What follows belongs to an exercise in optimizing a design on an open flow for small area; a production flow would make more cautious choices. In this exercise RTL edits were held to simulation tests only and were not proved equivalent to the original. The clock port is modelled as an ideal driver, which makes a skipped or thinned clock tree look cheaper than it is; a real chip needs a root buffer or a tree. Power figures rest on the tool's default switching activity, not on a simulated workload.

== oak ==
==> flow/design.v (excerpt) <==
module timer #(
    parameter timerBaseAddr = 0,
    parameter timerbits = 16,
    parameter addrWidth = 32
) (
    input sel,
    enable,
    reset,
    clk,
    write,
    input logic [addrWidth-1:0] addr,
    input logic [timerbits-1:0] wdata,
    output logic [timerbits-1:0] rdata,
    output logic ready,
    slverr
);
  logic [1:0] apb_state;
  logic [timerbits-1:0] current_value;
  logic [timerbits-1:0] max_value_n;   
  wire [timerbits-1:0] max_value = ~max_value_n;
  logic pause;
  logic running;    
  logic complete;   
  wire [addrWidth-1:0] offs = addr - timerBaseAddr;
  wire in_range = (offs[addrWidth-1:2] == 0) && !(offs[1] && offs[0]);
  wire a_goal = offs[0];   
  wire a_curr = offs[1];   
  wire a_stat = !offs[1] && !offs[0];
  wire se = sel && enable;
  wire is_write = apb_state == 2'b10;
  wire is_read = apb_state == 2'b11;
  wire wr_cycle = reset && in_range && is_write && se;
  wire rd_cycle = reset && in_range && is_read && se;
  wire wr_stat = wr_cycle && a_stat;
  wire wr_goal = wr_cycle && a_goal;
  wire equal = current_value == max_value;
  wire goal_keep = reset && !wr_goal;
  wire [timerbits-1:0] goal_next_n = ~(({timerbits{wr_goal}} & wdata) |
                                   ({timerbits{goal_keep}} & max_value));
  wire cnt_keep = reset && !(wr_stat && !wdata[0]);
  wire [timerbits-1:0] carry;
  assign carry[0] = running && !pause;
  genvar i;
  generate
    for (i = 1; i < timerbits; i = i + 1) begin : g_carry
      assign carry[i] = carry[i-1] && current_value[i-1];
    end
  endgenerate
  wire [timerbits-1:0] cnt_next = {timerbits{cnt_keep}} & (current_value ^ carry);
  wire stat_keep = reset && !wr_stat;
  wire pause_next = (wr_stat && wdata[1]) || (stat_keep && pause);
  wire running_next = (wr_stat && wdata[0]) || (stat_keep && running && !equal);
  wire complete_next = stat_keep && (complete || (running && equal));
  wire bus_keep = reset && !in_range;
  wire bus_step = reset && in_range;
  logic [1:0] apb_next;
  always_comb begin
    case (apb_state)
      2'b00: apb_next = sel ? 2'b01 : 2'b00;
  ...
Size: about 260 cells after synthesis.
Settings: LEC_CHECK=0, CAP_MARGIN=0, CORE_MARGIN=2, CORE_UTILIZATION=40, GPL_TIMING_DRIVEN=0, SLEW_MARGIN=0; clock period 4.0 ns.
standard.sh (not shown) runs the stock make flow with config.mk's settings and CLKGATE_MAP_FILE= SYNTH_SCRIPT=/design/flow/synth_recipe.tcl, a recipe that flattens the netlist after the stock synthesis.
==> flow/flow/run.sh <==
#!/bin/bash
# Layout flow: the standard flow (standard.sh) with three changes:
#  - synthesis is ORFS's synthesis script with an area-oriented ABC script
#    (flow/area.abc) and without the half-adder extraction step;
#  - the ports are buffered with the smallest buffer (buf_1);
#  - the clock is buffered by flow/cts_hook.tcl (three clkbuf_8, each driving
#    a nearby group of flip-flops) instead of TritonCTS.
# Each tool's full output is in the ORFS logs under orfs/logs/, and make's in
# the *.log files here.
set -euo pipefail
HERE=$(pwd)
FLOWDIR=$HERE/flow

# Synthesis script: ORFS's synth.tcl with ABC running flow/area.abc.
sed "s|  log_cmd abc {\*}\$abc_args|  set abc_args [lreplace \$abc_args 1 1 $FLOWDIR/area.abc]\n  log_cmd abc {*}\$abc_args|" \
  "$FLOW_HOME/scripts/synth.tcl" > "$HERE/area_synth.tcl"
grep -q "area.abc" "$HERE/area_synth.tcl"
sed "s|source \$::env(SCRIPTS_DIR)/synth.tcl|source $HERE/area_synth.tcl|" \
  "$HERE/synth_recipe.tcl" > "$HERE/area_synth_recipe.tcl"
grep -q "area_synth.tcl" "$HERE/area_synth_recipe.tcl"

# standard.sh with that synthesis script and no adder mapping.
sed -e "s|SYNTH_SCRIPT=[^ ]*|SYNTH_SCRIPT=$HERE/area_synth_recipe.tcl ADDER_MAP_FILE=|" \
  "$HERE/standard.sh" > "$HERE/area_standard.sh"
grep -q "area_synth_recipe.tcl" "$HERE/area_standard.sh"

export BUFFER_PORTS_ARGS="-buffer_cell sky130_fd_sc_hd__buf_1"
export PRE_CTS_TCL="$FLOWDIR/cts_hook.tcl"

bash "$HERE/area_standard.sh" > "$HERE/flow_make.log" 2>&1
Other scripts of this flow, unchanged in this note and not shown: flow/flow/area.abc, flow/flow/clkbuf.tcl, flow/flow/cts_hook.tcl
oak finished every step from synthesis to the final layout, and the layout passed the timing, design-rule and antenna checks.
Input changes introduced in pine (baseline for comparison: oak):
- removing GPL_TIMING_DRIVEN (formerly 0)
==> comparison <==
pine ran to completion and came out clean on the timing, design-rule and antenna checks. Changes observed in pine relative to oak: critical path depth moved up, global-route usage now sits at about the same level. Compared with oak, pine shows a wire length of the first global-routing pass that is about 2.2% higher. The internal power contribution of pine and that of oak are within noise of each other. pine vs oak: power consumption up in pine. Final clock period utilization by the worst path sits lower in pine than in oak. The termination of the worst setup path comes out current_value[15] in one run and current_value[11] in the other, namely in pine and oak respectively. Arrival time of data at the critical path endpoint, oak and pine: smaller value in pine. Compared to oak, pine has number of nets in the final layout 3 higher.
Edits applied to the flow inputs when going from pine to birch:
- SLEW_MARGIN: 0 -> 20
- CAP_MARGIN: 0 -> 20
- Any difference in count of non-filler cells in the finished layout between birch and pine is small enough to ignore.
- In terms of portion of total power attributed to combinational logic, pine and birch differ only marginally.
- No stage failed in birch, and the final checks on the layout all came back clean.
- Between pine and birch, the delay of the slowest critical-path stage does not differ in any meaningful way.
- Wire length on met3: pine vs birch identical
- Reported for pine and birch, met3 capacity usage during global routing turned out identical to the last digit.
- Between birch and pine, the vias after detailed routing does not differ in any meaningful way.
In every run of this note, the design's own scripts or RTL, not TritonCTS, make the clock network.

---

## job 3241
The RTL this note starts from:
==> flow/design.v <==
module timer #(
    parameter timerBaseAddr = 0,
    parameter timerbits = 16,
    parameter addrWidth = 32
) (
    input sel,
    enable,
    reset,
    clk,
    write,
    input logic [addrWidth-1:0] addr,
    input logic [timerbits-1:0] wdata,
    output logic [timerbits-1:0] rdata,
    output logic ready,
    slverr
);
  logic [1:0] apb_state;
  logic [timerbits-1:0] current_value;
  logic [timerbits-1:0] max_value_n;   
  wire [timerbits-1:0] max_value = ~max_value_n;
  logic pause;
  logic start;
  logic complete;   
  wire running = start && !complete;   
  wire [addrWidth-1:0] offs = addr - timerBaseAddr;
  wire in_range = (offs[addrWidth-1:2] == 0) && !(offs[1] && offs[0]);
  wire a_goal = offs[0];   
  wire a_curr = offs[1];   
  wire a_stat = !offs[1] && !offs[0];
  wire se = sel && enable;
  wire is_write = apb_state == 2'b10;
  wire is_read = apb_state == 2'b11;
  wire wr_cycle = reset && in_range && is_write && se;
  wire rd_cycle = reset && in_range && is_read && se;
  wire wr_stat = wr_cycle && a_stat;
  wire wr_goal = wr_cycle && a_goal;
  wire equal = current_value == max_value;
  wire goal_keep = reset && !wr_goal;
  wire [timerbits-1:0] goal_next_n = ~(({timerbits{wr_goal}} & wdata) |
                                   ({timerbits{goal_keep}} & max_value));
  wire cnt_keep = reset && !(wr_stat && !wdata[0]);
  wire [timerbits-1:0] carry;
  assign carry[0] = running && !pause;
  genvar i;
  generate
    for (i = 1; i < timerbits; i = i + 1) begin : g_carry
      assign carry[i] = carry[i-1] && current_value[i-1];
    end
  endgenerate
  wire [timerbits-1:0] cnt_next = {timerbits{cnt_keep}} & (current_value ^ carry);
  wire stat_keep = reset && !wr_stat;
  wire pause_next = (wr_stat && wdata[1]) || (stat_keep && pause);
  wire start_next = (wr_stat && wdata[0]) || (stat_keep && start);
  wire complete_next = stat_keep && (complete || (start && equal));
  wire bus_keep = reset && !in_range;
  wire bus_step = reset && in_range;
  logic [1:0] apb_next;
  always_comb begin
    case (apb_state)
      2'b00: apb_next = sel ? 2'b01 : 2'b00;
      2'b01: apb_next = se ? (write ? 2'b10 : 2'b11) : 2'b01;
      default: apb_next = se ? apb_state : 2'b00;
    endcase
    apb_next = ({2{bus_step}} & apb_next) | ({2{bus_keep}} & apb_state);
  end
  wire ready_next = (bus_step && apb_state[1]) || (bus_keep && ready);
  wire slverr_next = (bus_step && is_write && (slverr || (se && a_curr))) ||
                     (bus_keep && slverr);
  wire rd_keep = bus_keep || (bus_step && is_read && !se);
  wire rd_goal = rd_cycle && a_goal;
  wire rd_curr = rd_cycle && a_curr;
  wire rd_stat = rd_cycle && a_stat;
  wire [3:0] status = {complete, running, pause, start};
  wire [timerbits-1:0] rdata_next = ({timerbits{rd_goal}} & max_value) |
                                    ({timerbits{rd_curr}} & current_value) |
                                    ({timerbits{rd_stat}} & {{(timerbits-4){1'b0}}, status}) |
                                    ({timerbits{rd_keep}} & rdata);
  always @(posedge clk) begin
    apb_state <= apb_next;
    current_value <= cnt_next;
    max_value_n <= goal_next_n;
    pause <= pause_next;
    start <= start_next;
    complete <= complete_next;
    rdata <= rdata_next;
    ready <= ready_next;
    slverr <= slverr_next;
  end
endmodule
clock: 4.0 ns
lec_check: 0
cap_margin: 20
core_margin: 2
core_utilization: 60
gpl_timing_driven: 0
slew_margin: 20
==> flow/flow/run.sh <==
#!/bin/bash
# Layout flow: the standard flow (standard.sh) with these changes:
#  - synthesis is ORFS's synthesis script without the half-adder extraction
#    step, and with ABC run with each area-oriented script in flow/abc/,
#    keeping the smallest mapping (flow/abc_best.tcl);
#  - the ports are buffered with the smallest buffer (buf_1);
#  - the clock is buffered by flow/cts_hook.tcl (three or four clock buffers, each
#    driving a nearby group of flip-flops) instead of TritonCTS;
#  - the repair steps may use only small buffers (flow/small_bufs.tcl), and
#    cells whose *_1 size has the area of their *_0 size use the *_1 size
#    (flow/pre_resize.tcl).
# Each tool's full output is in the ORFS logs under orfs/logs/, and make's in
# the *.log files here.
set -euo pipefail
HERE=$(pwd)
FLOWDIR=$HERE/flow

# Synthesis script: ORFS's synth.tcl with ABC run by flow/abc_best.tcl.
sed "s|  log_cmd abc {\*}\$abc_args|  set area_abc_scripts [lsort [glob $FLOWDIR/abc/*.abc]]\n  source $FLOWDIR/abc_best.tcl|" \
  "$FLOW_HOME/scripts/synth.tcl" > "$HERE/area_synth.tcl"
grep -q "abc_best.tcl" "$HERE/area_synth.tcl"
sed "s|source \$::env(SCRIPTS_DIR)/synth.tcl|source $HERE/area_synth.tcl|" \
  "$HERE/synth_recipe.tcl" > "$HERE/area_synth_recipe.tcl"
grep -q "area_synth.tcl" "$HERE/area_synth_recipe.tcl"

# standard.sh with that synthesis script and no adder mapping.
sed -e "s|SYNTH_SCRIPT=[^ ]*|SYNTH_SCRIPT=$HERE/area_synth_recipe.tcl ADDER_MAP_FILE=|" \
  "$HERE/standard.sh" > "$HERE/area_standard.sh"
grep -q "area_synth_recipe.tcl" "$HERE/area_standard.sh"

export BUFFER_PORTS_ARGS="-buffer_cell sky130_fd_sc_hd__buf_1"
export PRE_CTS_TCL="$FLOWDIR/cts_hook.tcl"
export PRE_GLOBAL_PLACE_TCL="$FLOWDIR/small_bufs.tcl"
export PRE_RESIZE_TCL="$FLOWDIR/pre_resize.tcl"
export PRE_GLOBAL_ROUTE_TCL="$FLOWDIR/small_bufs.tcl"

bash "$HERE/area_standard.sh" > "$HERE/flow_make.log" 2>&1
Other scripts of this flow, unchanged in this note and not shown: flow/flow/abc/b2.abc, flow/flow/abc/b4.abc, flow/flow/abc/d1.abc, flow/flow/abc/d5.abc, flow/flow/abc/d7.abc, flow/flow/abc/g3.abc, flow/flow/abc/g6.abc, flow/flow/abc/g8.abc, flow/flow/abc/k1.abc, flow/flow/abc/k3.abc, flow/flow/abc/r12.abc, flow/flow/abc_best.tcl, flow/flow/clkbuf.tcl, flow/flow/cts_hook.tcl, flow/flow/pre_resize.tcl, flow/flow/small_bufs.tcl
[inputs] job 7091 vs job 3241
- a change of CORE_UTILIZATION from 60 to 65
==> run notes <==
The more densely filled core belongs to job 7091, not job 3241.
Job 7091 vs job 3241: met2 usage up
Job 7091: all stages complete, timing, DRC and antenna checks passed
Job 7091 against job 3241: wire length of the first global-routing pass went down, register-to-register slack moved down, internal power closely matched the old numbers.
Diff job 3241 -> job 7091 | net switching power of the design | up slightly
Compared with job 3241, job 7091 degrades overall via count from detail_route.
Total power: job 3241 vs job 7091 — no meaningful difference
Half-perimeter wire length after placement grows by a few percent when moving from job 3241 to job 7091.
Between job 3241 and job 7091, the number of fill cells in the layout is lower for job 7091.
The following lists how job 162 was set up differently from job 7091:
- a change of CORE_UTILIZATION from 65 to 55
Notes after the runs:
On sequential portion of the cell area, job 7091 and job 162 are basically level. Diff job 7091 -> job 162: row count saw an increase; required time at the worst-slack endpoint saw a decrease. Re sequential area share after synthesis: no difference whatsoever between job 7091 and job 162. Relative to job 7091, switching portion of total power has decreased by 0.17 points in job 162. Job 162 vs job 7091: via count of the first global-routing pass down by a few percent. In the tables for job 7091 and job 162, relative contribution of the clock network to total power reads higher with job 7091. Summary — total length of routed wires, job 162 relative to job 7091: lower, by about 1.6%.
[inputs] job 8422 vs job 162
- CORE_UTILIZATION now 60, was 55
- CAP_MARGIN now 15, was 20
- SLEW_MARGIN now 15, was 20
--- outcome ---
- Job 8422: done, clean on timing, DRC and antenna
- Relative to job 162, detailed-route wire length has decreased by 3.7% in job 8422.
- On vias per cell: between job 8422 and job 162, it ends up lower for job 162.
- In job 8422 the switching part of the total power turned out 0.72 points lower than in job 162.
- Compared with job 162, job 8422 shows a higher overall fraction of global-route tracks in use.
- The sequential power was comparable across job 8422 and job 162.
- Job 162 → job 8422: maximum net fanout on the critical path -6, total power -about 0.9%.
- Summed area of non-filler cells in the final layout of job 8422 is on par with job 162.
diff inputs: job 8422 => job 6958
- SLEW_MARGIN changed from 15 to 10
- CAP_MARGIN changed from 15 to 10
==> run notes <==
No run among job 8422 and job 6958 stopped early or left any final violation; all are clean.
Taking job 8422 as the reference, in job 6958 standby leakage power essentially unchanged, total power increased 5.5 µW, global-route usage decreased 0.46 points.
Delta (job 6958 minus job 8422): average detailed-routed wire length per instance held steady, ratio of final minimum period to clock period shrank by 3.5 points, fraction of the yosys area taken by sequential cells held steady, number of vias in the routed layout shrank by 1.2%, wire length held steady.
No run of this note takes its clock network from TritonCTS; it comes from the design's own scripts or RTL.

[separate check: timing with driven ports]
The flow's constraints put no driver on any port. The routed layouts listed below were extracted and timed again, unchanged, in two steps. Step 1 (the two cells are an assumption about what drives the block):
set clk [get_ports {clk}]
set_driving_cell -lib_cell sky130_fd_sc_hd__clkbuf_16 $clk
set_driving_cell -lib_cell sky130_fd_sc_hd__buf_2 [delete_from_list [all_inputs] $clk]
Step 2 adds t to the input delays and takes it off the output delays; t is the mean of the earliest and latest rising clock arrival at the registers after step 1. Input paths then give back, and output paths get back, about the clock's delay inside the block. Slacks: ideal / step 1 / step 2; pairs: ideal / step 1.
run	t (ns)	setup slack, ns	hold slack, ns
oak	0.206	0.730 / 0.754 / 0.548	0.468 / 0.468 / 0.468
pine	0.212	0.937 / 0.937 / 0.845	0.473 / 0.473 / 0.473
birch	0.212	0.937 / 0.937 / 0.845	0.473 / 0.473 / 0.473
job 3241	0.209	0.607 / 0.607 / 0.466	0.451 / 0.451 / 0.451
job 7091	0.207	0.450 / 0.450 / 0.275	0.458 / 0.458 / 0.458
job 162	0.207	0.510 / 0.530 / 0.323	0.465 / 0.465 / 0.465
job 8422	0.203	0.289 / 0.311 / 0.108	0.452 / 0.452 / 0.452
job 6958	0.206	0.431 / 0.453 / 0.247	0.453 / 0.453 / 0.453
After both steps setup and hold are still met in every run listed. For job 162, which loses most, drivers alone change the setup slack by +0.020 ns; drivers and shift together by -0.187 ns.
